This is an optimization exercise on Yosys and OpenROAD, whose aim is small area, not a production implementation.
Only simulation tests tie the RTL to the original design; equivalence was not proved.
Power and IR drop assume default switching activity.

## Top
module Top(
  input         clock,
  input         reset,
  input         io_top_wr,
  input         io_top_rd,
  input  [3:0]  io_top_address,
  input  [31:0] io_top_wdata,
  output [31:0] io_top_rdata,
  input  [3:0]  io_top_length,
  input         io_top_ready,
  input         io_top_rddatavalid
);
  reg        busy;         
  reg [3:0]  r_len;
  reg [3:0]  r_address;
  reg [31:0] r_wdata;
  reg        r_wr;
  reg        r_rd;
  reg [2:0]  r_cnt;        
  reg        read_wait;
  reg [31:0] rf [0:9];
  wire        busy_d, r_wr_d, r_rd_d, read_wait_d, wd_ld, wd_hold, wen, ren;
  wire [3:0]  r_len_d, r_address_d;
  wire [2:0]  r_cnt_d;
  Ctrl u_ctrl (
    .reset(reset), .wr(io_top_wr), .rd(io_top_rd), .address(io_top_address),
    .length(io_top_length), .ready(io_top_ready), .rddatavalid(io_top_rddatavalid),
    .busy(busy), .r_len(r_len), .r_address(r_address), .r_wr(r_wr), .r_rd(r_rd),
    .r_cnt(r_cnt), .read_wait(read_wait),
    .busy_d(busy_d), .r_len_d(r_len_d), .r_address_d(r_address_d), .r_wr_d(r_wr_d),
  ...
Size: roughly 78 I/O pins, about 0.013 mm2 of cells after synthesis.
clock: 5.0 ns
lec_check: 0
cap_margin: 0
core_margin: 2
core_utilization: 40
cts_buf_list: sky130_fd_sc_hd__clkbuf_16
cts_cluster_diameter: 100
cts_cluster_size: 25
slew_margin: 0
synth_hierarchical: 1
standard.sh (not shown) runs the stock make flow with config.mk's settings and CLKGATE_MAP_FILE= SYNTH_SCRIPT=/design/flow/synth_recipe.tcl, a recipe that flattens the netlist after the stock synthesis.
==> flow/flow/run.sh <==
#!/bin/bash
# Own layout flow: the standard layout (standard.sh, unchanged synthesis) with these
# additions:
#  - the port buffers are sky130_fd_sc_hd__buf_1 (one buffer on every input and output)
#  - the clock tree is built from clkbuf_8 clusters of up to 16 sinks, without dummy loads
#  - after placement, flow/downsize.tcl sets cells that placement upsized back to a
#    smaller drive where slew, capacitance and setup slack allow
# Each tool's output goes to its own log here: standard_place.log, downsize.log,
# standard_finish.log; each ORFS step also logs to orfs/logs/.
set -euo pipefail
ARGS=(
  "BUFFER_PORTS_ARGS=-buffer_cell sky130_fd_sc_hd__buf_1"
  "CTS_ARGS=-sink_clustering_enable -repair_clock_nets -buf_list sky130_fd_sc_hd__clkbuf_8 -sink_clustering_size 16 -sink_clustering_max_diameter 80 -dont_use_dummy_load"
)
bash standard.sh "${ARGS[@]}" place > standard_place.log 2>&1
RESULTS=$PWD/orfs/results/$FLOW_PLATFORM/Top/base openroad -no_init -exit flow/downsize.tcl > downsize.log 2>&1
bash standard.sh "${ARGS[@]}" finish > standard_finish.log 2>&1
==> flow/flow/downsize.tcl <==
# Area recovery after placement: cells that the timing-driven placement upsized
# (or buffers it inserted) are set back to a smaller drive strength of the same
# function when that keeps every pin's slew under 1.2 ns (the library allows 1.5 ns),
# every driver's load under 60% of its max capacitance, and at least 0.5 ns of
# setup slack.
# Flip-flops and clock cells are not touched. Placement stays legal: a smaller
# drive of the same cell is never wider.
set results $::env(RESULTS)
read_liberty $::env(FLOW_HOME)/platforms/sky130hd/lib/sky130_fd_sc_hd__tt_025C_1v80.lib
read_db $results/3_place.odb
read_sdc $results/3_place.sdc
source $::env(FLOW_HOME)/platforms/sky130hd/setRC.tcl
set_max_transition 1.2 [current_design]
estimate_parasitics -placement
set v0 [sta::max_slew_violation_count]
set c0 [expr {min(0.4, [sta::max_capacitance_check_slack_limit])}]
puts "before: slew violations $v0, worst cap slack/limit [sta::max_capacitance_check_slack_limit], worst setup slack [sta::worst_slack_cmd max]"
report_design_area
foreach inst [get_cells *] {
  set m [get_property $inst ref_name]
  if {[regexp {df|clkbuf|clkinv} $m]} continue
  if {![regexp {^(sky130_fd_sc_hd__\w+)_([248])$} $m -> base sz]} continue
  foreach s {1 2} {
    if {$s >= $sz} continue
    set new ${base}_$s
    if {[catch {replace_cell $inst $new}]} continue
    estimate_parasitics -placement
    if {[sta::max_slew_violation_count] > $v0 || [sta::max_capacitance_check_slack_limit] < $c0
        || [sta::worst_slack_cmd max] < 0.5e-9} {
      replace_cell $inst $m
    } else {
      puts "resized [get_full_name $inst] $m -> $new"
      break
    }
  }
}
estimate_parasitics -placement
puts "after: worst cap slack/limit [sta::max_capacitance_check_slack_limit], worst setup slack [sta::worst_slack_cmd max]"
report_design_area
check_placement
write_db $results/3_place.odb
Change:
==> flow/flow/downsize.tcl (replaced) <==
# Area recovery after placement: cells that the timing-driven placement upsized
# (or buffers it inserted) are set back to a smaller drive strength of the same
# function when that keeps every pin's slew under 1.25 ns (the library allows 1.5 ns),
# adds no max-capacitance violation and leaves at least 0.5 ns of setup slack.
# Flip-flops and clock cells are not touched. Placement stays legal: a smaller
# drive of the same cell is never wider.
set results $::env(RESULTS)
read_liberty $::env(FLOW_HOME)/platforms/sky130hd/lib/sky130_fd_sc_hd__tt_025C_1v80.lib
read_db $results/3_place.odb
read_sdc $results/3_place.sdc
source $::env(FLOW_HOME)/platforms/sky130hd/setRC.tcl
set_max_transition 1.25 [current_design]
estimate_parasitics -placement
set v0 [sta::max_slew_violation_count]
set c0 [sta::max_capacitance_violation_count]
puts "before: slew violations $v0, cap violations $c0, worst setup slack [sta::worst_slack_cmd max]"
report_design_area
foreach inst [get_cells *] {
  set m [get_property $inst ref_name]
  if {[regexp {df|clkbuf|clkinv} $m]} continue
  if {![regexp {^(sky130_fd_sc_hd__\w+)_([248])$} $m -> base sz]} continue
  foreach s {1 2} {
    if {$s >= $sz} continue
    set new ${base}_$s
    if {[catch {replace_cell $inst $new}]} continue
    estimate_parasitics -placement
    if {[sta::max_slew_violation_count] > $v0 || [sta::max_capacitance_violation_count] > $c0
        || [sta::worst_slack_cmd max] < 0.5e-9} {
      replace_cell $inst $m
    } else {
      puts "resized [get_full_name $inst] $m -> $new"
      break
    }
  }
}
estimate_parasitics -placement
puts "after: worst setup slack [sta::worst_slack_cmd max]"
report_design_area
check_placement
write_db $results/3_place.odb
=> The new run finished clean. Sequential cell count does not change. Cell count is unchanged. Utilization stays flat. Setup slack improves by 0.060 ns. Die area stays the same. Final area hardly moves. Maximum frequency came out higher by about 1.3%.
Change:
--- a/flow/flow/downsize.tcl
+++ b/flow/flow/downsize.tcl
@@ -3,3 +3,4 @@
 # function when that keeps every pin's slew under 1.25 ns (the library allows 1.5 ns),
-# adds no max-capacitance violation and leaves at least 0.5 ns of setup slack.
+# every driver's load under 80% of its max capacitance, and at least 0.5 ns of
+# setup slack.
 # Flip-flops and clock cells are not touched. Placement stays legal: a smaller
@@ -14,4 +15,4 @@
 set v0 [sta::max_slew_violation_count]
-set c0 [sta::max_capacitance_violation_count]
-puts "before: slew violations $v0, cap violations $c0, worst setup slack [sta::worst_slack_cmd max]"
+set c0 [expr {min(0.2, [sta::max_capacitance_check_slack_limit])}]
+puts "before: slew violations $v0, worst cap slack/limit [sta::max_capacitance_check_slack_limit], worst setup slack [sta::worst_slack_cmd max]"
 report_design_area
@@ -26,3 +27,3 @@
     estimate_parasitics -placement
-    if {[sta::max_slew_violation_count] > $v0 || [sta::max_capacitance_violation_count] > $c0
+    if {[sta::max_slew_violation_count] > $v0 || [sta::max_capacitance_check_slack_limit] < $c0
         || [sta::worst_slack_cmd max] < 0.5e-9} {
@@ -36,3 +37,3 @@
 estimate_parasitics -placement
-puts "after: worst setup slack [sta::worst_slack_cmd max]"
+puts "after: worst cap slack/limit [sta::max_capacitance_check_slack_limit], worst setup slack [sta::worst_slack_cmd max]"
 report_design_area
Final area is about the same.
Setup slack got worse by 0.039 ns.
Count of clock-buffer cells in the layout does not change.
Core utilization is about the same.
Global-route usage hardly moves.
Die area stays the same.
Cell count stays the same.
Total power barely changes.

* * *

Top, a different RTL version from the one above (not shown whole).
Size: about 1300 cells after synthesis, about 370 flip-flops, about 0.014 sq mm of cells after synthesis.
clock: 5.0 ns
lec_check: 0
cap_margin: 20
core_margin: 2
core_utilization: 40
cts_buf_list: sky130_fd_sc_hd__clkbuf_4
slew_margin: 20
run.sh (not shown) runs the stock make flow with config.mk's settings and CLKGATE_MAP_FILE= SYNTH_SCRIPT=/design/flow/synth_recipe.tcl, a recipe that flattens the netlist after the stock synthesis.
Stock flow here: none of the scripts above is used.
Then changed:
--- a/flow/config.mk
+++ b/flow/config.mk
@@ -9,4 +9,3 @@
 export CORE_MARGIN = 2
 export CORE_UTILIZATION = 40
-export CTS_BUF_LIST = sky130_fd_sc_hd__clkbuf_4
 export SLEW_MARGIN = 20
Result: The new run produced a clean layout. Wire length is lower slightly. Combinational power barely changes. Worst hold slack is about the same.

[afterwards: timing with drivers on the ports]
No port has a modelled driver above. Below, the same layouts with a new extraction and two added sets of constraints.
Step 1: set_driving_cell puts a clkbuf_16 on clock and a buf_2 on each other input, an assumption about the parent block.
Step 2 moves the port delays by t, midway between the first and last clock arrival at a register: inputs arrive t later, outputs are due t later. That takes back most of the time a late clock gives input paths.
Three values: no drivers, after step 1, after step 2; two values: the first two.
run | t, ns | setup slack, ns | hold slack, ns | worst setup path at the end
the first run of note 1 | 0.622 | 0.390 / 0.342 / 0.371 | 0.478 / 0.478 / 0.478 | input to output
the second run of note 1 | 0.621 | 0.450 / 0.401 / 0.444 | 0.477 / 0.477 / 0.477 | input to output
the third run of note 1 | 0.623 | 0.411 / 0.362 / 0.417 | 0.478 / 0.478 / 0.478 | input to output
the first run of note 2 | 0.786 | 0.263 / 0.214 / 0.873 | 0.480 / 0.480 / 0.480 | input to output
the second run of note 2 | 0.577 | 0.200 / 0.149 / 0.726 | 0.479 / 0.479 / 0.479 | register to output
After both steps every run listed still meets setup and hold. For the first run of note 1, which loses most, drivers alone change the setup slack by -0.048 ns; drivers and shift together by -0.019 ns.
